This design comes from an exercise in tuning for small area, a short achievable clock period and few clock cycles on the open sky130 flow, not from production work.
At most, simulation tests tie the RTL to the original design; equivalence was not proved.
Function not checked in runs 2 to 6: the RTL went through the layout flow alone.
Power figures rest on the tool's default switching activity, not on a simulated workload.

`flow/run.sh`:
```
#!/bin/bash
# synth_recipe.tcl (not shown) runs the flow's synth.tcl, then flattens the netlist and writes it again
# the make line also repeats each setting of config.mk as NAME=value (left out here)
make -C /OpenROAD-flow-scripts/flow DESIGN_CONFIG=/design/flow/config.mk WORK_HOME=/design/flow/orfs CLKGATE_MAP_FILE= SYNTH_SCRIPT=/design/flow/synth_recipe.tcl finish
```
`flow/config.mk`:
```
export PLATFORM = sky130hd
export DESIGN_NAME = divider
export DESIGN_NICKNAME = divider
export VERILOG_FILES = /design/flow/design.v
export SDC_FILE = /design/flow/constraint.sdc
export NUM_CORES = 4
export LEC_CHECK = 0
export CAP_MARGIN = 20
export CORE_MARGIN = 2
export CORE_UTILIZATION = 45
export PLACE_DENSITY = 0.6
export SLEW_MARGIN = 20
```
`flow/constraint.sdc`:
```
create_clock -name core_clock -period 5.5 [get_ports {clk_i}]
set_input_delay 1.1000 -clock core_clock [delete_from_list [all_inputs] [get_ports {clk_i}]]
set_output_delay 1.1000 -clock core_clock [all_outputs]
set_load 0.01 [all_outputs]
```
`flow/design.v`:
```
`timescale 1ns/1ps
module divider #(
    parameter XLEN_WIDTH = 32
)(
    input                   clk_i,
    input                   rst_i,
    input                   stall_i,
    input  logic [XLEN_WIDTH-1:0]      a_i,
    input  logic [XLEN_WIDTH-1:0]      b_i,
    input  logic            req_i,
    input  logic            kill_i,
    input  logic [ 1 : 0]   operation_sel_i,
    output logic [XLEN_WIDTH-1:0]      div_result_o,
    output logic            ready_o,
    output logic            result_valid_o
);
function logic [XLEN_WIDTH-1:0] abs;
    input logic [XLEN_WIDTH-1:0] num;
    abs = num[XLEN_WIDTH-1] ? -num : num;
endfunction
wire operation_div, operation_divu, operation_rem, operation_remu;
assign operation_div  = (operation_sel_i == 2'b00);
assign operation_divu = (operation_sel_i == 2'b01);
assign operation_rem  = (operation_sel_i == 2'b10);
assign operation_remu = (operation_sel_i == 2'b11);
wire is_a_zero, is_b_zero,
     is_a_neg, is_b_neg, signed_adjust, mul_overflow;
assign is_a_zero = (a_i == 32'b0);
assign is_b_zero = (b_i == 32'b0);
assign is_a_neg  = a_i[31] & (operation_div | operation_rem);
assign is_b_neg  = b_i[31] & (operation_div | operation_rem);
assign signed_adjust = is_a_neg ^ is_b_neg;
wire [XLEN_WIDTH-1 : 0] op_a, op_b;
assign op_a = ( | is_a_neg)? abs(a_i) : a_i;
assign op_b = ( | is_b_neg)? abs(b_i) : b_i;
wire              is_calc_done;
reg  [XLEN_WIDTH-1 : 0] reg32;
reg  [XLEN_WIDTH*2 : 0] result;        
reg  [ 5 : 0]     cnt;
assign is_calc_done = ~|cnt;
wire [XLEN_WIDTH-1 : 0]  quotient, remainder;
assign quotient = result[31 : 0];
assign remainder = result[64 : 33];
localparam S_IDLE        = 3'b000,
           S_CALC        = 3'b001,
           S_SIGN_ADJUST = 3'b010,
           S_DONE        = 3'b011,
           S_STALL       = 3'b100,
           S_KILL        = 3'b101;
reg [2 : 0] S, S_nxt;
always @(posedge clk_i)
begin
    if (rst_i)
        S <= S_IDLE;
    else
        S <= S_nxt;
end
always_comb
begin
    case (S)
        S_IDLE:
            if (req_i) begin  
                if ((is_a_zero | is_b_zero))
                    S_nxt = S_DONE;
                else
                    S_nxt = S_CALC;
            end else begin
                S_nxt = S_IDLE;
            end
        S_CALC:
            if (kill_i)
                S_nxt = S_KILL;
            else
                S_nxt = (is_calc_done)? S_SIGN_ADJUST : S_CALC;
        S_SIGN_ADJUST:
            S_nxt = (kill_i) ? S_KILL : S_DONE;
        S_DONE:
            S_nxt = (stall_i)? S_STALL : S_IDLE;
        S_STALL:
            S_nxt = (stall_i)? S_STALL : S_IDLE;
        S_KILL:
            S_nxt = S_IDLE;
        default:
            S_nxt = S_IDLE;
    endcase
end
wire div_sub = (result[63: 32] >= reg32);
wire [32 : 0] adder_opa, adder_opb;
assign adder_opa = -reg32;
assign adder_opb = result[63: 32];
wire [32 : 0] adder_tmp = adder_opa + adder_opb;
wire [64 : 0] result_tmp = {adder_tmp, result[31: 0]};
always @(posedge clk_i) begin
    if ( (S == S_IDLE) & req_i) begin
        if (is_b_zero) begin   
            result[64: 33] <= a_i;
            result[32]  <= 1'b0;
            result[31: 0] <= {32{1'b1}};
        end else begin
            cnt <= 'd32;
            reg32 <= op_b;
            result <= {1'b0, 32'b0, op_a};   
        end
    end else if (S == S_CALC) begin
        cnt <= cnt - 'd1;
        result <= (div_sub)? {result_tmp[63 : 0], 1'b1} : {result[63 : 0], 1'b0};
    end else if (S == S_SIGN_ADJUST) begin
        result[64: 33] <= (is_a_neg)? -remainder : remainder;
        result[31: 0] <= (signed_adjust)? -quotient : quotient;
    end else begin
        result <= result;
    end
end
always_ff @(posedge clk_i) begin
    if (S == S_DONE || S == S_STALL || S == S_KILL || (S == S_IDLE && ~req_i))
        ready_o <= 1;
    else
        ready_o <= 0;
end
always_ff @(posedge clk_i) begin
    if ( S == S_DONE && ~kill_i)
        result_valid_o <= 1;
    else if ( (S == S_STALL || stall_i) && ~kill_i)
        result_valid_o <= result_valid_o;
    else
        result_valid_o <= 0;
end
always_ff @(posedge clk_i) begin
    if (S == S_DONE)
        div_result_o <= ( {32{operation_div | operation_divu}} & quotient)
                      | ( {32{operation_rem | operation_remu}} & remainder)
                      ;
    else
        div_result_o <= div_result_o;
end
endmodule
```
==> results of run 1 <==
synthesized netlist by cell type, types with 4 or more instances:
cell type / instances
xnor2_1: 73
buf_2: 5
nor3b_1: 4
or2_2: 4
a22o_1: 4
nand4_1: 8
nand2b_1: 17
a221oi_1: 11
or3_1: 15
nor2b_1: 9
a21oi_1: 95
nand3b_1: 10
o41ai_1: 9
and2_1: 4
o21ai_1: 5
a211oi_1: 4
nor4_2: 7
clkbuf_1: 51
o31ai_1: 14
or4_1: 8
xor2_1: 53
nor4_1: 22
nor2_1: 94
ha_1: 37
a21o_1: 18
o22ai_1: 6
mux2_2: 29
edfxtp_1: 134
dfxtp_1: 6
nor3_1: 31
inv_1: 61
nand2_1: 71
o211ai_1: 12
a31oi_1: 11
o21bai_1: 5
a221o_1: 12
nand3_1: 16
and3_1: 4
a22oi_1: 24
mux2i_1: 9
o21ai_0: 80
final cells by class:
class / instances / area, um2 / share of cell area
clock buffers: 17 / 425 / 0.0336
clock inverters: 15 / 235 / 0.0186
inverters: 61 / 229 / 0.0181
multi-input cells: 882 / 6070 / 0.479
flip-flops and latches: 140 / 4140 / 0.327
well taps: 319 / 399 / 0.0315
repair buffers: 121 / 1170 / 0.0925
flip-flops by register name (all words and copies together) (netlist names):
name and flops:
S 3, reg32 32, result 65, div_result_o 32
result_valid_o 1, ready_o 1, cnt 6
per-layer routing:
metal	vias up	GRT usage	part of all wire
li1	4456	-	-
met1	4216	0.343	0.47
met2	306	0.371	0.44
met3	40	0.0285	0.059
met4	0	0.0771	0.022
met5	-	0	0
where the power goes:
part / internal, W / switching (W)
clock: 0.000814 / 0.000491
sequential: 0.00140 / 0.000282
combinational: 0.000669 / 0.000841
worst min-delay path by stage:
| stage | from | endpoint | slack [ns] | depth (start not counted) |
|---|---|---|---|---|
| final | result_valid_o$_SDFFE_PP1N_ | result_valid_o$_SDFFE_PP1N_ | 0.48 | 2 |
| after global routing | result_valid_o$_SDFFE_PP1N_ | result_valid_o$_SDFFE_PP1N_ | 0.52 | 2 |
| after CTS | result_valid_o$_SDFFE_PP1N_ | result_valid_o$_SDFFE_PP1N_ | 0.48 | 2 |
| after detailed placement | result_valid_o$_SDFFE_PP1N_ | result_valid_o$_SDFFE_PP1N_ | 0.47 | 2 |
| after global placement | result_valid_o$_SDFFE_PP1N_ | result_valid_o$_SDFFE_PP1N_ | 0.47 | 2 |
| after floorplan | result[32]$_SDFFE_PP0P_ | result[32]$_SDFFE_PP0P_ | 0.44 | 2 |
kinds of logic after synthesis:
kind of cell    count (synthesis)  synth area share
buf+inv                       122            0.0453
simple gates                  345             0.177
xor+xnor                      126             0.104
compound gates                335             0.201
mux                            38            0.0391
flops                         140             0.389
fa+ha+maj                      38            0.0453
critical path, stage by stage:
cell and delay (ns):
clkdlybuf4s50_1 0.44, inv_1 0.07, ha_1 0.16, or3b_1 0.39, nor4_1 0.56, nand2_1 0.33
nor4_2 0.30, buf_4 0.28, o21ai_0 0.34
cells in the final DEF, fill, tap and decap left out, types with 8 or more instances in the layout:
cell,Yosys,layout
or4_1,8,8
buf_4,1,16
nor2b_1,9,9
a21oi_1,95,95
nand3_1,16,16
nand2_1,71,71
nand2b_1,17,17
a22oi_1,24,24
nand3b_1,10,10
clkdlybuf4s50_1,0,104
nor4_1,22,21
nor3_1,31,30
or3_1,15,15
mux2i_1,9,9
xnor2_1,73,73
o31ai_1,14,14
ha_1,37,37
nor2_1,94,91
xor2_1,53,53
nand4_1,8,8
mux2_2,29,29
clkbuf_16,0,17
inv_1,61,61
edfxtp_1,134,134
a221o_1,12,12
o211ai_1,12,12
a221oi_1,11,11
o41ai_1,9,9
a21o_1,18,18
nor4_2,7,8
a31oi_1,11,11
o21ai_0,80,80
stage by stage:
step / worst slack [ns] / power (W) / instance area, um2 / hold WS [ns]
2_1_floorplan: 1.48 / 0.00273 / 10700 / 0.436
3_3_place_gp: 1.17 / 0.00317 / 12000 / 0.467
3_5_place_dp: 1.06 / 0.00317 / 12000 / 0.471
4_1_cts: 1.52 / 0.00448 / 12700 / 0.483
5_1_grt: 1.33 / 0.00473 / 12700 / 0.524
6_report: 1.59 / 0.00449 / 12700 / 0.483
==> out/results.txt, run 1 <==
Post-Syn Instances = 1,144
Setup TNS = 0 ns
R2R Setup Slk = 1.86 ns
Worst Reg-to-Reg Cells = 10
Synth warnings = 1
# diodes = 0
Top cells by area, synth = edfxtp_1 38%, xnor2_1 6.0%, a21oi_1 4.5%
Fmax = 0.256 GHz
Cts repair resizes = 0
Post-CTS Setup Inserts = 0
Unique masters post-synth = 77
Avg Inst Size Synth = 9.32 um2
Detailed Routing Iterations Pass 1 = 5
Global-route wire length before repair = 45.8 mm
Synth Cell Area = 10,700 um2
Htree depth = 4
Layout Nets = 1,332
Clock buffer count from CTS = 17
DIE AREA = 24,900 um2
Dominant cell type by area after synthesis = edfxtp_1
Worst-path clk slew = 0.07 ns
Number of hold buffers added after CTS = 0
Clock Tree Buf Depth = 2
Endpoints failing setup = 0
# fillers = 2,111
Max-cap violations = 0
Final Slew Violations = 0
Synth async-reset ratio = 0
Prevailing post-synth register cell = edfxtp_1
Critical Path AT = 3.97 ns
Worst skew pair latency = 0.43 ns
Worst-margin pin slew = 1.12 ns
DR WL/cell = 18.8 um
Core area = 23,300 um2
# DRC = 0
# port buffers = 104
Setup crit end = cnt[3]$_SDFFCE_PP0P_
Tcrit/Tclk final = 0.710
Via-to-Cell Ratio = 5.80
Critical Path Sink Type = flip-flop
Worst setup path class = input pin to flip-flop
Vias = 9,018
Status = complete, no violations
Layout Cells excl Fill = 1,555
Fin crit period = 3.91 ns
Final wirelength = 29.3 mm
EDFF count, synth = 134
Core Util, Final = 0.543
CTS root buf = clkbuf_16
PwrDens = 354 nW/um2
Inst Count DP = 1,522
VDD IR max = 0.177 mV
CP required = 5.56 ns
CP Max Fanout = 12
Final hold vios = 0
Critical Path Start = b_i[0]
Worst setup SP type = input pin
Synthesized flop and latch total = 140
ANT nets after route = 0
Initial antenna violation count = 0
Reg-to-reg critical path endpoint = result[64]$_DFFE_PP_
Syn Nets = 1,253
Share of the synthesized area in the top cell type = 0.378
Congestion Overflow GR = 0
Detailed Route Iter0 Violations = 715
Leak pwr = 4.64 nW
Core Rows = 56
Clock Skew = 0.0112 ns
Area Growth Syn to Fin = 18.9%
Largest net degree at the start of global routing = 44
Min-Delay Path Class = flip-flop to flip-flop
RePlAce Congestion = 0.902
CTS tree = done
Initial Util = 0.457
Vias in the first global route = 8,401
I/O Pins = 105
Clk sinks = 140
Total GRT Usage = 0.238
Share of cells above drive strength 1 = 0.0914
Die Width = 158 um
RSZ-0062 raised after global routing = no
Rel. slew slack = 0.250
Die Height = 158 um
R2r startpoint = result[37]$_DFFE_PP_
DP HPWL = 22.0 mm
Register area share after synthesis = 0.389
Testbench counts, summed over its fixed seeds: cycles 374,676.
==> run 2: changes to the inputs <==
==> flow/design.v (replaced) <==
`timescale 1ns/1ps
module divider #(
    parameter XLEN_WIDTH = 32
)(
    input                   clk_i,
    input                   rst_i,
    input                   stall_i,
    input  logic [XLEN_WIDTH-1:0]      a_i,
    input  logic [XLEN_WIDTH-1:0]      b_i,
    input  logic            req_i,
    input  logic            kill_i,
    input  logic [ 1 : 0]   operation_sel_i,
    output logic [XLEN_WIDTH-1:0]      div_result_o,
    output logic            ready_o,
    output logic            result_valid_o
);
function automatic [4:0] clz32(input [31:0] x);
    integer i;
    reg found;
    begin
        clz32 = 5'd0;
        found = 1'b0;
        for (i = 31; i >= 0; i = i - 1)
            if (!found && x[i]) begin
                clz32 = 5'(31 - i);
                found = 1'b1;
            end
    end
endfunction
wire is_div    = ~operation_sel_i[1];
wire is_signed = ~operation_sel_i[0];
wire a_neg     = is_signed & a_i[31];
wire b_neg     = is_signed & b_i[31];
wire a_zero    = (a_i == 32'b0);
wire b_zero    = (b_i == 32'b0);
wire [31:0] abs_a = a_neg ? -a_i : a_i;
wire [31:0] abs_b = b_neg ? -b_i : b_i;
wire res_neg   = is_div ? (a_neg ^ b_neg) : a_neg;
localparam S_IDLE  = 2'd0,
           S_SETUP = 2'd1,
           S_CALC  = 2'd2,
           S_FIX   = 2'd3;
reg [1:0] S;
reg [31:0] R;        
reg [31:0] D;        
reg [4:0]  cnt;      
wire [4:0] clz_r = clz32(R);
wire [4:0] clz_d = clz32(D);
wire [5:0] shamt = {1'b0, clz_d} - {1'b0, clz_r};
wire r_zero      = (R == 32'b0);
wire trivial     = shamt[5] | r_zero;      
wire [32:0] diff = {1'b0, R} - {1'b0, D};
wire qb          = ~diff[32];
wire [31:0] R_nx = qb ? diff[31:0] : R;
wire last        = (cnt == 5'd0);
wire start   = (S == S_IDLE) & req_i;
wire quick   = a_zero | b_zero;
wire [31:0] direct = is_div ? {32{b_zero}} : a_i;
wire done_setup = (S == S_SETUP) & trivial;
wire done_calc  = (S == S_CALC) & last & ~res_neg;
wire done_fix   = (S == S_FIX);
wire finish     = (start & quick) | done_setup | done_calc | done_fix;
always_ff @(posedge clk_i) begin
    if (rst_i)
        S <= S_IDLE;
    else if (kill_i)
        S <= S_IDLE;
    else case (S)
        S_IDLE:  S <= (req_i & ~quick) ? S_SETUP : S_IDLE;
        S_SETUP: S <= trivial ? S_IDLE : S_CALC;
        S_CALC:  S <= last ? (res_neg ? S_FIX : S_IDLE) : S_CALC;
        default: S <= S_IDLE;
    endcase
end
always_ff @(posedge clk_i) begin
    case (S)
        S_IDLE:  begin R <= abs_a; D <= abs_b; end
        S_SETUP: begin R <= R;     D <= D << shamt[4:0]; end
        default: begin R <= R_nx;  D <= D >> 1; end
    endcase
    cnt <= (S == S_SETUP) ? shamt[4:0] : cnt - 5'd1;
end
always_ff @(posedge clk_i) begin
    if (start | (S == S_SETUP))
        div_result_o <= direct;
    else if (S == S_CALC)
        div_result_o <= (last & ~is_div) ? R_nx : {div_result_o[30:0], qb};
    else if (S == S_FIX)
        div_result_o <= -div_result_o;
end
always_ff @(posedge clk_i) begin
    if (rst_i) begin
        ready_o        <= 1'b1;
        result_valid_o <= 1'b0;
    end else begin
        ready_o        <= kill_i | ((S == S_IDLE) & ~req_i) | finish;
        result_valid_o <= ~kill_i & (finish | (stall_i & result_valid_o));
    end
end
endmodule
==> run 2 against run 1 <==
  * Synthesized cell count grew 28%
  * First-iteration DRC count grew 39%
  * Sequential share of layout area shrank 12 points
  * Flip-flop and latch count shrank 35
  * Via count grew 28%
  * Sequential power shrank 24%
  * Clock power shrank 48%
  * Clock skew grew 0.0065 ns
  * Final area grew 2.9%
  * Core utilization shrank 0.87 points
  * Synthesized area grew 5.1%
==> out/results.txt, run 2 <==
Status = complete, no violations
Area Growth Syn to Fin = 16.4%
Commonest non-fill, non-tap cell in the layout = nand2_1
Worst-margin pin slew = 1.01 ns (-0.110 ns)
Final wirelength = 39.6 mm (+35%)
Compound-gate portion of the synthesized area = 0.262 (+0.0609)
Initial Util = 0.459 (+0.00254)
CP Max Fanout = 21 (+9)
Die Height = 162 um (+2.5%)
DIE AREA = 26,200 um2 (+5.0%)
RePlAce Congestion = 0.949 (+5.3%)
Setup TNS = 0 ns (unchanged)
VDD IR max = 0.252 mV (+42%)
Top cells by count, synth = 168 x nand2_1, 166 x nor2_1, 160 x a21oi_1
Critical Path Sink Type = flip-flop
Clock Tree Buf Depth = 2 (unchanged)
Global-route wire length before repair = 61.7 mm (+35%)
# port buffers = 104 (unchanged)
# diodes = 0 (unchanged)
Vias in the first global route = 11,099 (+32%)
Endpoints failing setup = 0 (unchanged)
Dominant cell type by area after synthesis = edfxtp_1
Via-to-Cell Ratio = 6.15 (+6.1%)
EDFF count, synth = 64 (-52%)
Pre-CTS WS = 0.354 ns (-0.707 ns)
# DRC = 0 (unchanged)
Core Rows = 57 (+1.8%)
Final worst slack = 0.410 ns (-1.18 ns)
Most frequent cells in the layout = 167 x nand2_1, 165 x nor2_1, 160 x a21oi_1
Register area share after synthesis = 0.245 (-0.144)
Worst setup SP type = flip-flop
I/O Pins = 105 (unchanged)
ANT nets after route = 0 (unchanged)
Clock buffer count from CTS = 9 (-8)
DR WL/cell = 21.1 um (+12%)
Congestion Overflow GR = 0 (unchanged)
Critical Path Most Common Cell = nand2_1
Tcrit/Tclk final = 0.925 (+0.215)
Number of hold buffers added after CTS = 0 (unchanged)
Largest family of logic cells by synthesized area = compound AO/OA/AOI/OAI gates
CP required = 5.74 ns (+0.18 ns)
Detailed Route Iter0 Violations = 991 (+39%)
Multi-input gate area = 7940 um2 (+31%)
Register Area = 2740 um2 (-34%)
# fillers = 2,432 (+15%)
Detailed Routing Iterations Pass 1 = 6 (+1)
Fin crit period = 5.09 ns (+1.18 ns)
Worst path cell trace = nor4_1 -> nand2_1 -> nor3_1 -> nand3_1 -> nor3_1 -> nand2_1 -> o311ai_1 -> nor2_1 -> a21oi_1 -> o22ai_1 -> ha_2 -> fa_2 -> buf_4 -> mux4_2 -> mux2i_1 -> nand2_1 -> o21ai_0 -> o221ai_1 -> o211ai_1 -> o21ai_0
CTS tree = done
Post-Syn Instances = 1,463 (+28%)
Rel. slew slack = 0.316 (+0.0663)
Post-CTS Setup Inserts = 0 (unchanged)
Clock Skew = 0.0176 ns (+0.00647 ns)
Avg Inst Size Synth = 7.66 um2 (-18%)
Unique masters post-synth = 84 (+9.1%)
Layout Nets = 1,658 (+24%)
Cts repair resizes = 0 (unchanged)
Synthesized flop and latch total = 105 (-25%)
Final Slew Violations = 0 (unchanged)
Htree depth = 3 (-1)
Mux cell area share after synthesis = 0.0905 (+0.0514)
Die Width = 162 um (+2.5%)
Simple-Gate Fraction of Synth Area = 0.218 (+0.0409)
Top cells by area, synth = edfxtp_1 17%, dfxtp_1 7.3%, a21oi_1 7.1%
Core area = 24,400 um2 (+4.5%)
RSZ-0062 raised after global routing = no
CTS root buf = clkbuf_16
Max-cap violations = 0 (unchanged)
Vias = 11,526 (+28%)
Critical Path AT = 5.33 ns (+1.36 ns)
Synth warnings = 1 (unchanged)
Post-DP Area = 12,700 um2 (+6.1%)
Core Util, Final = 0.535 (-0.00871)
Leak pwr = 4.96 nW (+6.8%)
Prevailing post-synth register cell = edfxtp_1
Min-Delay Path Class = flip-flop to flip-flop
Synth async-reset ratio = 0 (unchanged)
Worst setup path class = flip-flop to flip-flop
Slowest CP cell = fa_2
Regs by FF count = D (32), R (32), div_result_o (32)
Final hold vios = 0 (unchanged)
Fin area = 13,000 um2 (+2.9%)
PwrDens = 501 nW/um2 (+41%)
Share of cells above drive strength 1 = 0.0820 (-0.00944)
Synth Cell Area = 11,200 um2 (+5.1%)
XOR/XNOR share of the synthesized area = 0.0860 (-0.0175)
Top-count cell post-synth = nand2_1
Initial antenna violation count = 0 (unchanged)
Largest net degree at the start of global routing = 57 (+30%)
Worst skew pair latency = 0.37 ns (-0.06 ns)
Adder-Cell Fraction of Synth Area = 0.0494 (+0.00405)
Worst-path clk slew = 0.08 ns (about the same)
Share of the synthesized area in the top cell type = 0.172 (-0.206)
Fmax = 0.196 GHz (-23%)
Clk sinks = 105 (-25%)
DP HPWL = 30.7 mm (+40%)
Total GRT Usage = 0.299 (+0.0615)
CP max stage delay = 0.64 ns (+0.08 ns)
Syn Nets = 1,577 (+26%)
## run 2: changes by cell type in the layout (fill, tap and decap cells not counted), moves of 17 or more
| cell | previous run | this run |
|---|---|---|
| o221ai_1 | 1 | 20 |
| dfxtp_1 | 6 | 41 |
| xnor2_1 | 73 | 50 |
| o21ai_0 | 80 | 115 |
| a22oi_1 | 24 | 7 |
| edfxtp_1 | 134 | 64 |
| a21oi_1 | 95 | 160 |
| mux2i_1 | 9 | 36 |
| mux4_2 | 0 | 25 |
| buf_4 | 16 | 46 |
| nand2_1 | 71 | 167 |
| nor2_1 | 91 | 165 |
| mux2_2 | 29 | 8 |
## run 2: metal layers
layer | up-vias | global-route usage | part of all wire
li1 | 5561 | - | -
met1 | 5462 | 0.409 | 0.45
met2 | 442 | 0.501 | 0.47
met3 | 61 | 0.0220 | 0.054
met4 | 0 | 0.105 | 0.029
met5 | - | 0 | 0
## run 2: layout make-up
| cell class | count | area share |
|---|---|---|
| Clock buffer | 9 | 0.0173 |
| Clock inverter | 7 | 0.00537 |
| Inverter | 61 | 0.0176 |
| Multi-Input combinational cell | 1215 | 0.609 |
| Sequential cell | 105 | 0.210 |
| Tap cell | 324 | 0.0311 |
| Timing Repair Buffer | 152 | 0.109 |
## run 2: kinds of logic after synthesis
kind of cell / Yosys count
xor gates and xnor gates: 110
DFF: 105
muxes: 69
adders and majority gates: 43
buffers and inverters: 143
AOI/OAI and AO/OA: 474
and+or+nand+nor: 519
## run 2: report_power, final
group | switching (W) | total [W] | leakage [nW] | internal [W]
sequential | 0.000253 | 0.00128 | 0.999 | 0.00103
combinational | 0.00264 | 0.00457 | 3.81 | 0.00193
clock | 0.000357 | 0.000679 | 0.147 | 0.000323
total | 0.00325 | 0.00653 | 4.96 | 0.00328
## run 2: worst paths after layout
path / depth (start not counted) / to / start / slack (ns)
max: 20 / D[21]$_DFF_P_ / D[23]$_DFF_P_ / 0.41
min: 1 / cnt[0]$_DFF_P_ / cnt[0]$_DFF_P_ / 0.48
max reg2reg: 20 / D[21]$_DFF_P_ / D[23]$_DFF_P_ / 0.41
min reg2reg: 1 / cnt[0]$_DFF_P_ / cnt[0]$_DFF_P_ / 0.48
## run 2: stage by stage
step	hold slack (ns)	instances	total power, W
floorplan	0.441	1463	0.00437
global placement	0.454	1857	0.00575
detailed placement	0.471	1857	0.00577
CTS	0.484	1873	0.00647
global route	0.521	1873	0.00701
finish	0.479	1873	0.00653
## run 2: critical path: cells and delay by family (launching register included)
kind,cells,cell delay (ns)
AND/OR/NAND/NOR,8,1.48
AO/OA/AOI/OAI,7,1.32
adder cells (fa/ha/maj),2,0.86
multiplexers,2,0.57
flip-flops,1,0.39
buffers and inverters,1,0.33
==> run 3: changes to the inputs <==
--- a/flow/design.v
+++ b/flow/design.v
@@ -14,15 +14,15 @@
     output logic            ready_o,
     output logic            result_valid_o
 );
-function automatic [4:0] clz32(input [31:0] x);
+function automatic [5:0] clz32(input [31:0] x);
     integer i;
     reg found;
     begin
-        clz32 = 5'd0;
+        clz32 = 6'd32;
         found = 1'b0;
         for (i = 31; i >= 0; i = i - 1)
             if (!found && x[i]) begin
-                clz32 = 5'(31 - i);
+                clz32 = 6'(31 - i);
                 found = 1'b1;
             end
     end
@@ -36,6 +36,11 @@
 wire [31:0] abs_a = a_neg ? -a_i : a_i;
 wire [31:0] abs_b = b_neg ? -b_i : b_i;
 wire res_neg   = is_div ? (a_neg ^ b_neg) : a_neg;
+wire a_pow2 = &(~a_i[30:0] | a_i[31:1]);
+wire b_pow2 = &(~b_i[30:0] | b_i[31:1]);
+wire [5:0] clz_a = clz32(a_neg ? ~a_i : a_i) - {5'b0, a_neg & a_pow2};
+wire [5:0] clz_b = clz32(b_neg ? ~b_i : b_i) - {5'b0, b_neg & b_pow2};
+wire [6:0] shamt = {1'b0, clz_b} - {1'b0, clz_a};
 localparam S_IDLE  = 2'd0,
            S_SETUP = 2'd1,
            S_CALC  = 2'd2,
@@ -44,11 +49,7 @@
 reg [31:0] R;        
 reg [31:0] D;        
 reg [4:0]  cnt;      
-wire [4:0] clz_r = clz32(R);
-wire [4:0] clz_d = clz32(D);
-wire [5:0] shamt = {1'b0, clz_d} - {1'b0, clz_r};
-wire r_zero      = (R == 32'b0);
-wire trivial     = shamt[5] | r_zero;      
+reg        trivial;  
 wire [32:0] diff = {1'b0, R} - {1'b0, D};
 wire qb          = ~diff[32];
 wire [31:0] R_nx = qb ? diff[31:0] : R;
@@ -74,11 +75,10 @@
 end
 always_ff @(posedge clk_i) begin
     case (S)
-        S_IDLE:  begin R <= abs_a; D <= abs_b; end
-        S_SETUP: begin R <= R;     D <= D << shamt[4:0]; end
-        default: begin R <= R_nx;  D <= D >> 1; end
+        S_IDLE:  begin R <= abs_a; D <= abs_b; cnt <= shamt[4:0]; trivial <= shamt[6]; end
+        S_SETUP: begin R <= R;     D <= D << cnt; cnt <= cnt; end
+        default: begin R <= R_nx;  D <= D >> 1; cnt <= cnt - 5'd1; end
     endcase
-    cnt <= (S == S_SETUP) ? shamt[4:0] : cnt - 5'd1;
 end
 always_ff @(posedge clk_i) begin
     if (start | (S == S_SETUP))
==> run 3 against run 2 <==
  * Clock power up 2%
  * Cell count up 16%
  * Largest power group unchanged
  * Critical path type is now input pin to flip-flop
  * Critical endpoint is now cnt[4]$_DFFE_PN_
  * Die area up 13%
==> out/results.txt, run 3 <==
Status = complete, no violations
Post-CTS Setup Inserts = 0 (unchanged)
Worst skew pair latency = 0.37 ns (about the same)
Register area share after synthesis = 0.223 (-0.0219)
R2r startpoint = D[2]$_DFF_P_
Combinational Power Share = 0.562 (-0.138)
DP HPWL = 37.6 mm (+23%)
Sequential power share = 0.272 (+0.076)
Critical Path AT = 5.16 ns (-0.17 ns)
Cts repair resizes = 0 (unchanged)
Rel. slew slack = 0.321 (+0.00532)
Most frequent cells in the layout = 187 x nand2_1, 170 x nor2_1, 169 x a21oi_1
CP required = 5.58 ns (-0.16 ns)
Critical Path Start = operation_sel_i[0]
Switching power = 0.00189 W (-42%)
RSZ-0062 raised after global routing = no
Synth Cell Area = 12,700 um2 (+13%)
Regs by FF count = D (32), R (32), div_result_o (32)
Clock share of power = 0.166 (+0.062)
ANT nets after route = 0 (unchanged)
Final Slew Violations = 0 (unchanged)
Clock Tree Buf Depth = 2 (unchanged)
Top cells by count, synth = 187 x nand2_1, 171 x nor2_1, 169 x a21oi_1
Htree depth = 3 (unchanged)
Synthesized flop and latch total = 106 (+0.95%)
CP bufs+invs = 4 (+3)
Avg Inst Size Synth = 7.35 um2 (-4.1%)
Unique masters post-synth = 89 (+6.0%)
Core Util, Final = 0.528 (-0.00621)
CTS tree = done
Syn Nets = 1,843 (+17%)
Clock Skew = 0.0164 ns (-0.00124 ns)
Prevailing post-synth register cell = edfxtp_1
Endpoints failing setup = 0 (unchanged)
Via-to-Cell Ratio = 6.34 (+3.1%)
Clk sinks = 106 (+0.95%)
Fin area = 14,700 um2 (+13%)
# port buffers = 104 (unchanged)
Post-DP Area = 14,400 um2 (+13%)
DR WL/cell = 22.2 um (+5.0%)
Hold depth = 2 (+1)
Die Height = 172 um (+6.2%)
RePlAce Congestion = 0.980 (+3.3%)
Detailed Routing Iterations Pass 1 = 6 (unchanged)
Share of cells above drive strength 1 = 0.101 (+0.0190)
Layout Nets = 1,917 (+16%)
Worst path cell trace = clkdlybuf4s50_1 -> buf_4 -> nand2b_1 -> nor3_1 -> a32oi_1 -> or3_1 -> nor4b_1 -> buf_4 -> a211oi_1 -> ha_1 -> ha_1 -> inv_1 -> fa_1 -> a21o_1 -> a21o_1 -> xor2_1 -> nor2_1 -> a31oi_1
Inst Count DP = 2,165 (+17%)
Slowest CP cell = clkdlybuf4s50_1
Fin crit period = 5.08 ns (-0.0144 ns)
Worst Reg-to-Reg Cells = 11 (-45%)
# diodes = 0 (unchanged)
Global-route wire length before repair = 73.8 mm (+20%)
I/O Pins = 105 (unchanged)
Critical Path Sink Type = flip-flop
Congestion Overflow GR = 0 (unchanged)
Reg-to-reg critical path endpoint = div_result_o[28]$_DFFE_PP_
DIE AREA = 29,500 um2 (+13%)
Worst-path clk slew = 0.08 ns (about the same)
Top cells by area, synth = edfxtp_1 17%, a21oi_1 6.7%, dfxtp_1 5.7%
Vias in the first global route = 12,471 (+12%)
Tot Pwr = 0.00415 W (-36%)
Synth async-reset ratio = 0 (unchanged)
R2R Setup Slk = 1.16 ns (+0.75 ns)
Total GRT Usage = 0.326 (+0.0266)
Fmax = 0.197 GHz (+0.28%)
Share of the synthesized area in the top cell type = 0.166 (-0.00558)
PwrDens = 283 nW/um2 (-44%)
Number of hold buffers added after CTS = 0 (unchanged)
Area Growth Syn to Fin = 15.9%
Initial antenna violation count = 0 (unchanged)
Net Sw Frac = 0.454 (-0.0438)
Post-Syn Instances = 1,724 (+18%)
Dominant cell type by area after synthesis = edfxtp_1
CTS root buf = clkbuf_16
# DRC = 0 (unchanged)
Setup crit end = cnt[4]$_DFFE_PN_
Top-count cell post-synth = nand2_1
Largest net degree at the start of global routing = 72 (+26%)
EDFF count, synth = 70 (+9.4%)
CP max stage delay = 0.48 ns (-0.16 ns)
Tcrit/Tclk final = 0.923 (-0.00262)
Layout Cells excl Fill = 2,181 (+16%)
Commonest non-fill, non-tap cell in the layout = nand2_1
Max-cap violations = 0 (unchanged)
Leak pwr = 5.64 nW (+14%)
CP Max Fanout = 6 (-71%)
Cell depth of the worst setup path = 18 (-10%)
Core area = 27,800 um2 (+14%)
Clock buffer count from CTS = 9 (unchanged)
Vias = 13,834 (+20%)
P_int = 0.00227 W (-31%)
Final hold vios = 0 (unchanged)
Worst-margin pin slew = 1.01 ns (+0.00166 ns)
Initial Util = 0.456 (-0.00342)
VDD IR max = 0.178 mV (-29%)
Synth warnings = 1 (unchanged)
Final wirelength = 48.4 mm (+22%)
Min-Delay Path Class = flip-flop to flip-flop
Worst path top cell family by delay = simple AND/OR/NAND/NOR gates
Detailed Route Iter0 Violations = 1,709 (+72%)
Core Rows = 61 (+7.0%)
Worst setup SP type = input pin
Setup TNS = 0 ns (unchanged)
Die Width = 172 um (+6.2%)
Worst setup path class = input pin to flip-flop
[run 3: cell count changes after synthesis, moves of 8 or more]
| cell | change |
|---|---|
| inv_1 | +22 |
| nor3_1 | +19 |
| xnor2_1 | +25 |
| nand2_1 | +19 |
| nor2b_1 | +9 |
| a21oi_1 | +9 |
| or2_2 | +8 |
| and3_1 | +9 |
| o21ai_0 | +11 |
| clkbuf_1 | +47 |
| xor2_1 | -18 |
| a31oi_1 | +13 |
| a21o_1 | +12 |
| nand3_1 | +13 |
[run 3: per-layer routing]
layer	up-vias	part of all wire	global-route usage	wire, um
met5	-	0	0	0
met4	0	0.021	0.0742	1030
met3	69	0.097	0.0566	4690
met2	747	0.44	0.499	21200
met1	6554	0.44	0.477	21400
li1	6464	-	-	-
[run 3: cells by family (layout without fill, tap and decap cells)]
logic type	Yosys count	in the layout	share of synthesized area
simple gates	619	619	0.234
compound gates	546	546	0.272
buf+inv	223	302	0.0702
xor+xnor	117	117	0.0809
flops	106	106	0.223
mux	65	65	0.0709
fa+ha+maj	48	48	0.0486
[run 3: power by group through the flow]
stage	clock network (W)	registers (W)	logic (W)
2_1_floorplan	0	0.00110	0.00161
3_3_place_gp	0	0.00114	0.00226
3_5_place_dp	0	0.00114	0.00227
4_1_cts	0.000692	0.00113	0.00229
5_1_grt	0.000725	0.00115	0.00253
6_report	0.000690	0.00113	0.00233
[run 3: layout make-up]
cell class / count / area [um2]
repair buffers: 204 / 1800
fillers: 2832 / 13100
multi-input cells: 1395 / 8970
clock buffers: 9 / 225
well taps: 378 / 473
clock inverters: 7 / 75.1
flip-flops and latches: 106 / 2820
inverters: 82 / 308
[run 3: worst min path at each step]
stage                    endpoint  slack [ns]     startpoint
floorplan           D[18]$_DFF_P_        0.46  D[19]$_DFF_P_
global placement    D[18]$_DFF_P_        0.51  D[19]$_DFF_P_
detailed placement  D[18]$_DFF_P_        0.50  D[19]$_DFF_P_
CTS                 D[18]$_DFF_P_        0.52  D[19]$_DFF_P_
global route        D[18]$_DFF_P_        0.56  D[19]$_DFF_P_
finish              D[25]$_DFF_P_        0.53  D[26]$_DFF_P_
[run 3: stage by stage]
stage | hold WS, ns | setup WS (ns)
finish | 0.533 | 0.425
global placement | 0.507 | 0.119
global route | 0.556 | 0.152
CTS | 0.520 | 0.438
detailed placement | 0.502 | 0.0848
floorplan | 0.464 | 0.569
[run 3: worst reg2reg max path: cells and delay by family (launching register included)]
| kind | cells | cell delay, ns |
|---|---|---|
| DFF | 1 | 0.41 |
| AOI/OAI and AO/OA | 7 | 2.75 |
| buffers and inverters | 2 | 0.49 |
| and+or+nand+nor | 1 | 0.17 |
| adders and majority gates | 1 | 0.35 |
==> run 4: changes to the inputs <==
--- a/flow/design.v
+++ b/flow/design.v
@@ -48,12 +48,23 @@
 reg [1:0] S;
 reg [31:0] R;        
 reg [31:0] D;        
-reg [4:0]  cnt;      
+reg [3:0]  cnt;      
 reg        trivial;  
-wire [32:0] diff = {1'b0, R} - {1'b0, D};
-wire qb          = ~diff[32];
-wire [31:0] R_nx = qb ? diff[31:0] : R;
-wire last        = (cnt == 5'd0);
+wire [33:0] t1 = {2'b0, R} - {2'b0, D};
+wire [33:0] t2 = {2'b0, R} - {1'b0, D, 1'b0};
+wire [34:0] cx = {3'b0, R};
+wire [34:0] cy = ~{3'b0, D};
+wire [34:0] cz = ~{2'b0, D, 1'b0};
+wire [34:0] cs = cx ^ cy ^ cz;
+wire [34:0] cc = (cx & cy) | (cx & cz) | (cy & cz);
+wire [35:0] t3w = {cs, 1'b1} + {cc[33:0], 1'b1, 1'b1};
+wire [34:0] t3 = t3w[35:1];
+wire ge1 = ~t1[33];
+wire ge2 = ~t2[33];
+wire ge3 = ~t3[34];
+wire [1:0] qd = {ge2, ge3 | (ge1 & ~ge2)};
+wire [31:0] R_nx = ge3 ? t3[31:0] : ge2 ? t2[31:0] : ge1 ? t1[31:0] : R;
+wire last        = (cnt == 4'd0);
 wire start   = (S == S_IDLE) & req_i;
 wire quick   = a_zero | b_zero;
 wire [31:0] direct = is_div ? {32{b_zero}} : a_i;
@@ -75,16 +86,16 @@
 end
 always_ff @(posedge clk_i) begin
     case (S)
-        S_IDLE:  begin R <= abs_a; D <= abs_b; cnt <= shamt[4:0]; trivial <= shamt[6]; end
-        S_SETUP: begin R <= R;     D <= D << cnt; cnt <= cnt; end
-        default: begin R <= R_nx;  D <= D >> 1; cnt <= cnt - 5'd1; end
+        S_IDLE:  begin R <= abs_a; D <= abs_b; cnt <= shamt[4:1]; trivial <= shamt[6]; end
+        S_SETUP: begin R <= R;     D <= D << {cnt, 1'b0}; cnt <= cnt; end
+        default: begin R <= R_nx;  D <= D >> 2; cnt <= cnt - 4'd1; end
     endcase
 end
 always_ff @(posedge clk_i) begin
     if (start | (S == S_SETUP))
         div_result_o <= direct;
     else if (S == S_CALC)
-        div_result_o <= (last & ~is_div) ? R_nx : {div_result_o[30:0], qb};
+        div_result_o <= (last & ~is_div) ? R_nx : {div_result_o[29:0], qd};
     else if (S == S_FIX)
         div_result_o <= -div_result_o;
 end
==> run 4 against run 3 <==
  * First-iteration DRC count increased by 30%
  * Clock power grew 6.4%
  * Synthesized cell count grew 28%
  * Core utilization decreased by 0.83 points
  * Total power is 89% higher
  * Sequential share of layout area down 4.2 points
  * Highest routed layer unchanged
==> out/results.txt, run 4 <==
CTS root buf = clkbuf_16
Worst setup path class = flip-flop to flip-flop
Unique masters post-synth = 96 (+7.9%)
Leak pwr = 7.31 nW (+30%)
Top cells by area, synth = edfxtp_1 13%, ha_1 8.3%, a21oi_1 7.1%
Combinational Power Share = 0.754 (+0.192)
Hold_sp = D[27]$_DFF_P_
Clock Skew = 0.0199 ns (+0.00349 ns)
Worst-path clk slew = 0.09 ns (about the same)
Synth async-reset ratio = 0 (unchanged)
Via-to-Cell Ratio = 6.56 (+3.5%)
XOR/XNOR share of the synthesized area = 0.0882 (+0.00730)
Net Sw Frac = 0.540 (+0.0860)
Worst path top cell family by delay = compound AO/OA/AOI/OAI gates
Global-route wire length before repair = 104 mm (+41%)
Vias in the first global route = 17,047 (+37%)
PwrDens = 422 nW/um2 (+49%)
Die Height = 195 um (+13%)
Detailed Route Iter0 Violations = 2,216 (+30%)
Hold depth = 2 (unchanged)
CP Max Fanout = 18 (+12)
Adder-Cell Fraction of Synth Area = 0.126 (+0.0774)
DR WL/cell = 24.7 um (+11%)
Clock buffer count from CTS = 9 (unchanged)
Core Rows = 69 (+13%)
Largest net degree at the start of global routing = 55 (-24%)
Worst skew pair latency = 0.39 ns (+0.02 ns)
Initial antenna violation count = 1 (+1)
Post-CTS Setup Inserts = 0 (unchanged)
# DRC = 0 (unchanged)
Fmax = 0.196 GHz (-0.73%)
ANT nets after route = 0 (unchanged)
Syn Nets = 2,430 (+32%)
Worst path cell trace = ha_1 -> fa_1 -> nand2b_1 -> a21oi_1 -> o221a_2 -> a311oi_4 -> a211oi_2 -> or2_1 -> buf_4 -> nand4_1 -> a32oi_1 -> a22oi_1 -> o22ai_1
Vias = 18,138 (+31%)
Commonest non-fill, non-tap cell in the layout = a21oi_1
Clk sinks = 105 (-0.94%)
Total GRT Usage = 0.356 (+0.0297)
Hold WS = 0.508 ns (-0.0252 ns)
Worst-margin pin slew = 1.09 ns (+0.0751 ns)
CP bufs+invs = 1 (-3)
DP HPWL = 54.6 mm (+45%)
Simple-Gate Fraction of Synth Area = 0.215 (-0.0187)
Congestion Overflow GR = 0 (unchanged)
DIE AREA = 38,000 um2 (+29%)
Endpoints failing setup = 0 (unchanged)
Hold endpoint = D[25]$_DFF_P_
Core area = 35,700 um2 (+29%)
Top-count cell post-synth = a21oi_1
Setup TNS = 0 ns (unchanged)
R2r startpoint = D[0]$_DFF_P_
Share of the synthesized area in the top cell type = 0.126 (-0.0395)
EDFF count, synth = 69 (-1.4%)
Regs by FF count = D (32), R (32), div_result_o (32)
CP required = 5.72 ns (+0.14 ns)
P_int = 0.00361 W (+59%)
Critical Path Sink Type = flip-flop
Final Slew Violations = 0 (unchanged)
RePlAce Congestion = 0.983 (+0.31%)
Share of cells above drive strength 1 = 0.0808 (-0.0201)
Final hold vios = 0 (unchanged)
# port buffers = 104 (unchanged)
Synthesized flop and latch total = 105 (-0.94%)
Min-Delay Path Class = flip-flop to flip-flop
I/O Pins = 105 (unchanged)
CP max stage delay = 0.81 ns (+0.33 ns)
Most frequent cells in the layout = 234 x a21oi_1, 230 x nand2_1, 197 x nor2_1
Worst setup SP type = flip-flop
VDD IR max = 0.220 mV (+24%)
Max-cap violations = 0 (unchanged)
# fillers = 3,601 (+27%)
Dominant cell type by area after synthesis = edfxtp_1
RSZ-0062 raised after global routing = no
Mux cell area share after synthesis = 0.0354 (-0.0356)
Clock share of power = 0.094 (-0.072)
Cts repair resizes = 0 (unchanged)
Fin crit period = 5.11 ns (+0.0372 ns)
Synth Cell Area = 16,400 um2 (+29%)
# diodes = 0 (unchanged)
Slowest CP cell = or2_1
Avg Inst Size Synth = 7.40 um2 (+0.68%)
Cell depth of the worst setup path = 13 (-5)
Prevailing post-synth register cell = edfxtp_1
Layout Cells excl Fill = 2,763 (+27%)
Tcrit/Tclk final = 0.930 (+0.00676)
Worst Reg-to-Reg Cells = 13 (+2)
Detailed Routing Iterations Pass 1 = 6 (unchanged)
Layout Nets = 2,512 (+31%)
Compound-gate portion of the synthesized area = 0.309 (+0.0367)
Register area share after synthesis = 0.170 (-0.0524)
Inst Count DP = 2,747 (+27%)
Switching power = 0.00424 W (+120%)
Critical Path AT = 5.33 ns (+0.17 ns)
Status = complete, no violations
Largest family of logic cells by synthesized area = compound AO/OA/AOI/OAI gates
Htree depth = 3 (unchanged)
Initial Util = 0.458 (+0.00249)
Rel. slew slack = 0.266 (-0.0556)
Synth warnings = 1 (unchanged)
Sequential power share = 0.152 (-0.120)
Area Growth Syn to Fin = 13.5%
R2R Setup Slk = 0.39 ns (-0.77 ns)
Clock Tree Buf Depth = 2 (unchanged)
Post-Syn Instances = 2,215 (+28%)
Reg-to-reg critical path endpoint = div_result_o[26]$_DFFE_PP_
Top cells by count, synth = 234 x a21oi_1, 230 x nand2_1, 197 x nor2_1
Die Width = 195 um (+13%)
CTS tree = done
Number of hold buffers added after CTS = 0 (unchanged)
Final wirelength = 68.2 mm (+41%)
run 4: cell type report:
cell class | instances | area (um2) | area share
well taps | 461 | 577 | 0.0310
repair buffers | 213 | 1870 | 0.101
clock inverters | 7 | 95.1 | 0.00511
clock buffers | 9 | 225 | 0.0121
flip-flops and latches | 105 | 2790 | 0.150
multi-input cells | 1880 | 12700 | 0.683
inverters | 88 | 330 | 0.0178
run 4: cell families after synthesis:
logic type	Yosys count
AO/OA/AOI/OAI	788
AND/OR/NAND/NOR	732
buffers and inverters	230
XOR/XNOR	165
adder cells (fa/ha/maj)	144
flip-flops	105
multiplexers	51
run 4: worst register-to-register path, cell delays in order, from the launching register on:
cell      delay, ns
dfxtp_1        0.43
ha_1           0.32
fa_1           0.41
nand2b_1       0.22
a21oi_1        0.34
o221a_2        0.34
a311oi_4       0.20
a211oi_2       0.54
or2_1          0.81
buf_4          0.34
nand4_1        0.11
a32oi_1        0.44
a22oi_1        0.22
o22ai_1        0.23
run 4: power groups by stage:
stage          sequential, W  clock [W]  combinational, W
3_5_place_dp         0.00121          0           0.00570
4_1_cts              0.00119   0.000740           0.00574
5_1_grt              0.00121   0.000761           0.00638
2_1_floorplan        0.00114          0           0.00387
6_report             0.00120   0.000734           0.00592
3_3_place_gp         0.00121          0           0.00566
run 4: per-stage QoR:
stage	setup slack (ns)	util	area [um2]	total power, W
2_1_floorplan	0.733	-	16400	0.00501
3_3_place_gp	0.216	0.511	18300	0.00687
3_5_place_dp	0.122	0.511	18300	0.00691
4_1_cts	0.455	0.520	18600	0.00767
5_1_grt	0.111	0.520	18600	0.00836
6_report	0.388	0.520	18600	0.00785
run 4: worst max path at each step:
stage | start | end | slack, ns
final | D[0]$_DFF_P_ | div_result_o[26]$_DFFE_PP_ | 0.39
after detailed placement | operation_sel_i[0] | cnt[3]$_DFFE_PN_ | 0.12
after global routing | operation_sel_i[0] | cnt[3]$_DFFE_PN_ | 0.11
after CTS | D[0]$_DFF_P_ | div_result_o[26]$_DFFE_PP_ | 0.45
after floorplan | b_i[31] | cnt[3]$_DFFE_PN_ | 0.73
after global placement | operation_sel_i[0] | cnt[3]$_DFFE_PN_ | 0.22
run 4: layer usage:
layer	up-vias	global-route usage	part of all wire
met1	8731	0.513	0.45
li1	8378	-	-
met4	0	0.130	0.039
met2	920	0.530	0.42
met3	109	0.0614	0.094
met5	-	0	0
==> run 5: changes to the inputs <==
--- a/flow/config.mk
+++ b/flow/config.mk
@@ -5,6 +5,7 @@
 export SDC_FILE = /design/flow/constraint.sdc
 export NUM_CORES = 4
 export LEC_CHECK = 0
+export ABC_CLOCK_PERIOD_IN_PS = 2000
 export CAP_MARGIN = 20
 export CORE_MARGIN = 2
 export CORE_UTILIZATION = 45
==> run 5 against run 4 <==
  * Still clean
  * Wire length unchanged
  * Flip-flop and latch count unchanged
  * Synthesized cell count unchanged
  * Core utilization unchanged
  * Sequential power about the same
  * Clock-buffer cell count unchanged
  * Combinational power about the same
  * Largest cell class unchanged
  * Highest routed layer unchanged
==> out/results.txt, run 5 <==
Via-to-Cell Ratio = 6.56 (unchanged)
Fin crit period = 5.11 ns (unchanged)
Max-cap violations = 0 (unchanged)
Core Rows = 69 (unchanged)
Number of hold buffers added after CTS = 0 (unchanged)
Largest net degree at the start of global routing = 55 (unchanged)
Worst-margin pin slew = 1.09 ns (unchanged)
Top-count cell post-synth = a21oi_1
Prevailing post-synth register cell = edfxtp_1
Final wirelength = 68.2 mm (unchanged)
Post-Syn Instances = 2,215 (unchanged)
Worst-path clk slew = 0.09 ns (about the same)
Congestion Overflow GR = 0 (unchanged)
RSZ-0062 raised after global routing = no
Post-CTS Setup Inserts = 0 (unchanged)
CTS tree = done
EDFF count, synth = 69 (unchanged)
Worst setup SP type = flip-flop
Core area = 35,700 um2 (unchanged)
Area Growth Syn to Fin = 13.5% (unchanged)
# DRC = 0 (unchanged)
Leak pwr = 7.31 nW (unchanged)
Rel. slew slack = 0.266 (unchanged)
Compound-gate portion of the synthesized area = 0.309 (unchanged)
Die Height = 195 um (unchanged)
Setup TNS = 0 ns (unchanged)
Simple-Gate Fraction of Synth Area = 0.215 (unchanged)
# diodes = 0 (unchanged)
Mux cell area share after synthesis = 0.0354 (unchanged)
Detailed Routing Iterations Pass 1 = 6 (unchanged)
# port buffers = 104 (unchanged)
Adder-Cell Fraction of Synth Area = 0.126 (unchanged)
Worst setup path class = flip-flop to flip-flop
Tcrit/Tclk final = 0.930 (unchanged)
Cts repair resizes = 0 (unchanged)
XOR/XNOR share of the synthesized area = 0.0882 (unchanged)
Final Slew Violations = 0 (unchanged)
Commonest non-fill, non-tap cell in the layout = a21oi_1
Worst skew pair latency = 0.39 ns (about the same)
Detailed Route Iter0 Violations = 2,216 (unchanged)
RePlAce Congestion = 0.983 (unchanged)
Critical Path AT = 5.33 ns (about the same)
Die Width = 195 um (unchanged)
Unique masters post-synth = 96 (unchanged)
Final hold vios = 0 (unchanged)
Clock Skew = 0.0199 ns (unchanged)
Initial Util = 0.458 (unchanged)
Clock Tree Buf Depth = 2 (unchanged)
Global-route wire length before repair = 104 mm (unchanged)
Clock buffer count from CTS = 9 (unchanged)
Synth Cell Area = 16,400 um2 (unchanged)
Register area share after synthesis = 0.170 (unchanged)
Largest family of logic cells by synthesized area = compound AO/OA/AOI/OAI gates
PwrDens = 422 nW/um2 (unchanged)
Vias in the first global route = 17,047 (unchanged)
Synth async-reset ratio = 0 (unchanged)
Htree depth = 3 (unchanged)
Vias = 18,138 (unchanged)
Top cells by count, synth = 234 x a21oi_1, 230 x nand2_1, 197 x nor2_1
Min-Delay Path Class = flip-flop to flip-flop
Regs by FF count = D (32), R (32), div_result_o (32)
Synthesized flop and latch total = 105 (unchanged)
Layout Cells excl Fill = 2,763 (unchanged)
Dominant cell type by area after synthesis = edfxtp_1
Fmax = 0.196 GHz (unchanged)
Most frequent cells in the layout = 234 x a21oi_1, 230 x nand2_1, 197 x nor2_1
CP Max Fanout = 18 (unchanged)
Final worst slack = 0.388 ns (unchanged)
Pre-CTS WS = 0.122 ns (unchanged)
Initial antenna violation count = 1 (unchanged)
Share of cells above drive strength 1 = 0.0808 (unchanged)
DIE AREA = 38,000 um2 (unchanged)
Inst Count DP = 2,747 (unchanged)
Endpoints failing setup = 0 (unchanged)
ANT nets after route = 0 (unchanged)
Critical Path Sink Type = flip-flop
Total GRT Usage = 0.356 (unchanged)
I/O Pins = 105 (unchanged)
DR WL/cell = 24.7 um (unchanged)
Syn Nets = 2,430 (unchanged)
Synth warnings = 1 (unchanged)
Layout Nets = 2,512 (unchanged)
CTS root buf = clkbuf_16
CP required = 5.72 ns (about the same)
Core Util, Final = 0.520 (unchanged)
Status = complete, no violations
DP HPWL = 54.6 mm (unchanged)
Clk sinks = 105 (unchanged)
VDD IR max = 0.220 mV (unchanged)
Share of the synthesized area in the top cell type = 0.126 (unchanged)
Avg Inst Size Synth = 7.40 um2 (unchanged)
Top cells by area, synth = edfxtp_1 13%, ha_1 8.3%, a21oi_1 7.1%
==> run 5: cell families after synthesis <==
| kind of cell | Yosys count |
|---|---|
| and+or+nand+nor | 732 |
| buffers and inverters | 230 |
| AOI/OAI and AO/OA | 788 |
| muxes | 51 |
| DFF | 105 |
| adders and majority gates | 144 |
| xor gates and xnor gates | 165 |
==> run 5: final cells by class <==
cell class,count,area [um2]
clock buffer,9,225
sequential,105,2790
fill,3601,17100
multi-input combinational,1880,12700
clock inverter,7,95.1
timing repair buffer,213,1870
tap,461,577
inverter,88,330
==> run 5: power breakdown <==
| part | switching [W] | total [W] | internal [W] | leakage, nW |
|---|---|---|---|---|
| clock | 0.000367 | 0.000734 | 0.000368 | 0.157 |
| sequential | 0.000196 | 0.00120 | 0.00100 | 1.01 |
| combinational | 0.00368 | 0.00592 | 0.00224 | 6.14 |
| total | 0.00424 | 0.00785 | 0.00361 | 7.31 |
==> run 5: per-stage QoR <==
step | power, W | hold WS, ns | instance area (um2)
detailed placement | 0.00691 | 0.495 | 18300
finish | 0.00785 | 0.508 | 18600
global placement | 0.00687 | 0.482 | 18300
CTS | 0.00767 | 0.507 | 18600
floorplan | 0.00501 | 0.446 | 16400
global route | 0.00836 | 0.554 | 18600
==> run 5: critical path, stage by stage (launching register included) <==
cell and delay, ns:
dfxtp_1 0.43, ha_1 0.32, fa_1 0.41, nand2b_1 0.22, a21oi_1 0.34, o221a_2 0.34, a311oi_4 0.20, a211oi_2 0.54
or2_1 0.81, buf_4 0.33, nand4_1 0.11, a32oi_1 0.44, a22oi_1 0.22, o22ai_1 0.23
==> run 5: worst paths after layout <==
kind	depth (start not counted)	slack [ns]	start	to
max	13	0.39	D[0]$_DFF_P_	div_result_o[26]$_DFFE_PP_
min	2	0.51	D[27]$_DFF_P_	D[25]$_DFF_P_
max reg2reg	13	0.39	D[0]$_DFF_P_	div_result_o[26]$_DFFE_PP_
min reg2reg	2	0.51	D[27]$_DFF_P_	D[25]$_DFF_P_
==> run 5: metal layers <==
layer	global-route usage	share of wire
met1	0.513	0.45
met2	0.530	0.42
met3	0.0614	0.094
met4	0.130	0.039
met5	0	0
==> run 6: changes to the inputs <==
--- a/flow/design.v
+++ b/flow/design.v
@@ -15,16 +15,31 @@
     output logic            result_valid_o
 );
 function automatic [5:0] clz32(input [31:0] x);
+    reg [15:0] z1, c1;
+    reg [7:0]  z2; reg [1:0] c2 [0:7];
+    reg [3:0]  z3; reg [2:0] c3 [0:3];
+    reg [1:0]  z4; reg [3:0] c4 [0:1];
+    reg [4:0]  c5;
     integer i;
-    reg found;
     begin
-        clz32 = 6'd32;
-        found = 1'b0;
-        for (i = 31; i >= 0; i = i - 1)
-            if (!found && x[i]) begin
-                clz32 = 6'(31 - i);
-                found = 1'b1;
-            end
+        for (i = 0; i < 16; i = i + 1) begin
+            z1[i] = ~(x[2*i+1] | x[2*i]);
+            c1[i] = ~x[2*i+1];
+        end
+        for (i = 0; i < 8; i = i + 1) begin
+            z2[i] = z1[2*i+1] & z1[2*i];
+            c2[i] = z1[2*i+1] ? {1'b1, c1[2*i]} : {1'b0, c1[2*i+1]};
+        end
+        for (i = 0; i < 4; i = i + 1) begin
+            z3[i] = z2[2*i+1] & z2[2*i];
+            c3[i] = z2[2*i+1] ? {1'b1, c2[2*i]} : {1'b0, c2[2*i+1]};
+        end
+        for (i = 0; i < 2; i = i + 1) begin
+            z4[i] = z3[2*i+1] & z3[2*i];
+            c4[i] = z3[2*i+1] ? {1'b1, c3[2*i]} : {1'b0, c3[2*i+1]};
+        end
+        c5 = z4[1] ? {1'b1, c4[0]} : {1'b0, c4[1]};
+        clz32 = (z4[1] & z4[0]) ? 6'd32 : {1'b0, c5};
     end
 endfunction
 wire is_div    = ~operation_sel_i[1];
@@ -38,8 +53,10 @@
 wire res_neg   = is_div ? (a_neg ^ b_neg) : a_neg;
 wire a_pow2 = &(~a_i[30:0] | a_i[31:1]);
 wire b_pow2 = &(~b_i[30:0] | b_i[31:1]);
-wire [5:0] clz_a = clz32(a_neg ? ~a_i : a_i) - {5'b0, a_neg & a_pow2};
-wire [5:0] clz_b = clz32(b_neg ? ~b_i : b_i) - {5'b0, b_neg & b_pow2};
+wire [5:0] lz_a = clz32(a_i ^ {32{a_i[31]}}) - {5'b0, a_i[31] & a_pow2};
+wire [5:0] lz_b = clz32(b_i ^ {32{b_i[31]}}) - {5'b0, b_i[31] & b_pow2};
+wire [5:0] clz_a = (a_i[31] & ~is_signed) ? 6'd0 : lz_a;
+wire [5:0] clz_b = (b_i[31] & ~is_signed) ? 6'd0 : lz_b;
 wire [6:0] shamt = {1'b0, clz_b} - {1'b0, clz_a};
 localparam S_IDLE  = 2'd0,
            S_SETUP = 2'd1,
--- a/flow/config.mk
+++ b/flow/config.mk
@@ -5,7 +5,6 @@
 export SDC_FILE = /design/flow/constraint.sdc
 export NUM_CORES = 4
 export LEC_CHECK = 0
-export ABC_CLOCK_PERIOD_IN_PS = 2000
 export CAP_MARGIN = 20
 export CORE_MARGIN = 2
 export CORE_UTILIZATION = 45
==> run 6 against run 5 <==
  * Cell count up 0.76%
  * Via count grew 0.12%
  * Synthesized area up 1.2%
  * Sequential power grew 4%
  * Clock skew is 0.0020 ns lower
  * Flip-flop and latch count did not move
  * Still clean on timing, DRC and antenna
  * Critical path depth up 4
==> out/results.txt, run 6 <==
Endpoints failing setup = 0 (unchanged)
Register area share after synthesis = 0.168 (-0.00210)
Number of hold buffers added after CTS = 0 (unchanged)
DR WL/cell = 24.2 um (-2.1%)
Worst setup SP type = input pin
Regs by FF count = D (32), R (32), div_result_o (32)
Critical Path Sink Type = flip-flop
Commonest non-fill, non-tap cell in the layout = nor2_1
# port buffers = 104 (unchanged)
Cts repair resizes = 0 (unchanged)
Core Util, Final = 0.508 (-0.0120)
Fin area = 18,500 um2 (-0.41%)
Via-to-Cell Ratio = 6.52 (-0.63%)
Syn Nets = 2,495 (+2.7%)
Post-Syn Instances = 2,276 (+2.8%)
Most frequent cells in the layout = 234 x nor2_1, 231 x a21oi_1, 219 x nand2_1
CTS tree = done
Die Width = 196 um (+0.61%)
R2R Setup Slk = 0.69 ns (+0.30 ns)
P_int = 0.00370 W (+2.5%)
Status = complete, no violations
Unique masters post-synth = 85 (-11%)
Clock buffer count from CTS = 9 (unchanged)
# fillers = 3,673 (+2.0%)
Final worst slack = 0.483 ns (+0.0957 ns)
Worst Reg-to-Reg Cells = 14 (+1)
Max-cap violations = 0 (unchanged)
Final Slew Violations = 0 (unchanged)
Core Rows = 70 (+1.4%)
CTS root buf = clkbuf_16
Min-Delay Path Class = flip-flop to flip-flop
R2r startpoint = D[15]$_DFF_P_
Clock share of power = 0.090 (-0.004)
Clock Skew = 0.0179 ns (-0.00195 ns)
Final wirelength = 67.3 mm (-1.3%)
Pre-CTS WS = 0.160 ns (+0.0386 ns)
Vias = 18,160 (+0.12%)
Combinational Power Share = 0.759 (+0.005)
Top-count cell post-synth = nor2_1
Hold depth = 2 (unchanged)
Sequential power share = 0.152 (about the same)
DIE AREA = 38,400 um2 (+1.2%)
Clk sinks = 105 (unchanged)
# DRC = 0 (unchanged)
Global-route wire length before repair = 102 mm (-1.7%)
Fmax = 0.199 GHz (+1.9%)
Net Sw Frac = 0.551 (+0.0111)
Htree depth = 3 (unchanged)
Synth Cell Area = 16,600 um2 (+1.2%)
Dominant cell type by area after synthesis = edfxtp_1
I/O Pins = 105 (unchanged)
Hold endpoint = D[16]$_DFF_P_
Tcrit/Tclk final = 0.912 (-0.0174)
Critical Path AT = 5.13 ns (-0.20 ns)
CP required = 5.62 ns (-0.10 ns)
EDFF count, synth = 69 (unchanged)
Worst skew pair latency = 0.39 ns (about the same)
CP Max Fanout = 12 (-6)
Top cells by area, synth = edfxtp_1 12%, ha_1 8.5%, a21oi_1 7.0%
Switching power = 0.00455 W (+7.2%)
Hold_sp = D[18]$_DFF_P_
Reg-to-reg critical path endpoint = div_result_o[12]$_DFFE_PP_
Largest net degree at the start of global routing = 56 (+1.8%)
Setup TNS = 0 ns (unchanged)
RSZ-0062 raised after global routing = no
Fin crit period = 5.02 ns (-0.0957 ns)
Share of the synthesized area in the top cell type = 0.125 (-0.00155)
RePlAce Congestion = 1.01 (+2.7%)
Core area = 36,400 um2 (+1.9%)
Synth async-reset ratio = 0 (unchanged)
Total GRT Usage = 0.347 (-0.00894)
Worst-path clk slew = 0.09 ns (about the same)
PwrDens = 445 nW/um2 (+5.5%)
VDD IR max = 0.182 mV (-17%)
Die Height = 196 um (+0.61%)
Initial antenna violation count = 0 (-1)
Initial Util = 0.455 (-0.00312)
Leak pwr = 7.26 nW (-0.72%)
Detailed Route Iter0 Violations = 1,884 (-15%)
Post-CTS Setup Inserts = 0 (unchanged)
Avg Inst Size Synth = 7.29 um2 (-1.5%)
DP HPWL = 54.2 mm (-0.85%)
Clock Tree Buf Depth = 2 (unchanged)
Post-DP Area = 18,200 um2 (-0.42%)
Congestion Overflow GR = 0 (unchanged)
Detailed Routing Iterations Pass 1 = 6 (unchanged)
Prevailing post-synth register cell = edfxtp_1
# diodes = 0 (unchanged)
Rel. slew slack = 0.314 (+0.0480)
Final hold vios = 0 (unchanged)
Top cells by count, synth = 234 x nor2_1, 231 x a21oi_1, 220 x nand2_1
Share of cells above drive strength 1 = 0.0561 (-0.0247)
Layout Nets = 2,530 (+0.72%)
ANT nets after route = 0 (unchanged)
Synthesized flop and latch total = 105 (unchanged)
Area Growth Syn to Fin = 11.6%
Worst setup path class = input pin to flip-flop
Synth warnings = 7 (+6)
Vias in the first global route = 16,928 (-0.70%)
Worst-margin pin slew = 1.03 ns (-0.0641 ns)
[run 6: worst max path at each step]
stage	end	slack [ns]	depth (start not counted)	from
floorplan	cnt[3]$_DFFE_PN_	0.69	15	a_i[21]
global placement	cnt[3]$_DFFE_PN_	0.25	16	a_i[31]
detailed placement	cnt[3]$_DFFE_PN_	0.16	17	a_i[31]
CTS	cnt[3]$_DFFE_PN_	0.55	17	a_i[31]
global route	cnt[3]$_DFFE_PN_	0.39	17	a_i[31]
finish	cnt[3]$_DFFE_PN_	0.48	17	a_i[31]
[run 6: metrics by stage]
step	total power (W)	instances	hold WS (ns)
after floorplan	0.00544	2276	0.464
after global placement	0.00728	2768	0.496
after detailed placement	0.00729	2768	0.507
after CTS	0.00807	2784	0.517
after global routing	0.00882	2784	0.540
final	0.00824	2784	0.516
[run 6: final cells by class]
cell class	instances	area (um2)	share of cell area
Multi-Input combinational cell	1927	12900	0.696
Sequential cell	105	2790	0.151
Clock buffer	9	225	0.0122
Timing Repair Buffer	171	1570	0.0847
Tap cell	468	586	0.0316
Clock inverter	7	95.1	0.00514
Inverter	97	364	0.0197
[run 6: logic make-up (layout without fill, tap and decap cells)]
group	after synthesis	after routing	share of synthesized area
AO/OA/AOI/OAI	803	803	0.306
AND/OR/NAND/NOR	748	748	0.209
buffers and inverters	244	284	0.0568
XOR/XNOR	173	173	0.0913
adder cells (fa/ha/maj)	148	148	0.127
flip-flops	105	105	0.168
multiplexers	55	55	0.0411
[run 6: per-layer routing]
layer / wire [um] / track usage / vias up
met2: 28100 / 0.515 / 863
met4: 2710 / 0.134 / 0
li1: - / - / 8448
met5: 0 / 0 / -
met1: 30800 / 0.506 / 8736
met3: 5680 / 0.0492 / 113
[run 6: critical path: stages]
cell,delay [ns]
clkdlybuf4s50_1,0.54
inv_1,0.08
buf_4,0.19
nor3_1,0.25
a31o_2,0.17
nand2_1,0.10
or2_2,0.36
o21bai_1,0.20
o32a_1,0.35
ha_1,0.24
ha_1,0.29
nand2b_1,0.18
fa_1,0.45
a21o_1,0.18
a21o_1,0.20
xnor2_1,0.17
o21ai_0,0.09
[run 6: power by group through the flow]
stage	Sequential [W]	Clock, W	Combinational (W)
final	0.00125	0.000738	0.00626
after global placement	0.00126	0	0.00603
after CTS	0.00124	0.000742	0.00609
after detailed placement	0.00126	0	0.00604
after floorplan	0.00115	0	0.00429
after global routing	0.00126	0.000765	0.00679

[what the ideal ports hide]
The results above use ideal ports. As a check the final layouts listed here were re-extracted and re-timed, cells and wires unchanged. Step 1: set_driving_cell puts a clkbuf_16 on clk_i and a buf_2 on each other input, an assumption about the parent block. Step 2 moves the port delays by t, midway between the first and last clock arrival at a register: inputs arrive t later, outputs are due t later. That takes back most of the time a late clock gives input paths. Three values: ideal ports, drivers, drivers and shift; two values: the first two.
run	t, ns	setup WS [ns]	worst hold slack (ns)	worst setup path after step 2	latest minus earliest clock arrival (ns)
run 1	0.470	1.594 / 1.620 / 1.150	0.483 / 0.483 / 0.483	input to register	0.012 / 0.011
run 2	0.413	0.410 / 0.410 / 0.410	0.479 / 0.479 / 0.479	register to register	0.018 / 0.018
run 3	0.411	0.425 / 0.452 / 0.041	0.533 / 0.533 / 0.533	input to register	0.016 / 0.017
run 4	0.441	0.388 / 0.388 / 0.063	0.508 / 0.508 / 0.508	input to register	0.020 / 0.019
run 5	0.441	0.388 / 0.388 / 0.063	0.508 / 0.508 / 0.508	input to register	0.020 / 0.019
run 6	0.426	0.483 / 0.507 / 0.081	0.516 / 0.516 / 0.516	input to register	0.018 / 0.018
After both steps setup and hold are still met in every run listed. The setup slack of run 1, which loses most, moves by +0.026 ns with the drivers and by -0.444 ns with both steps.
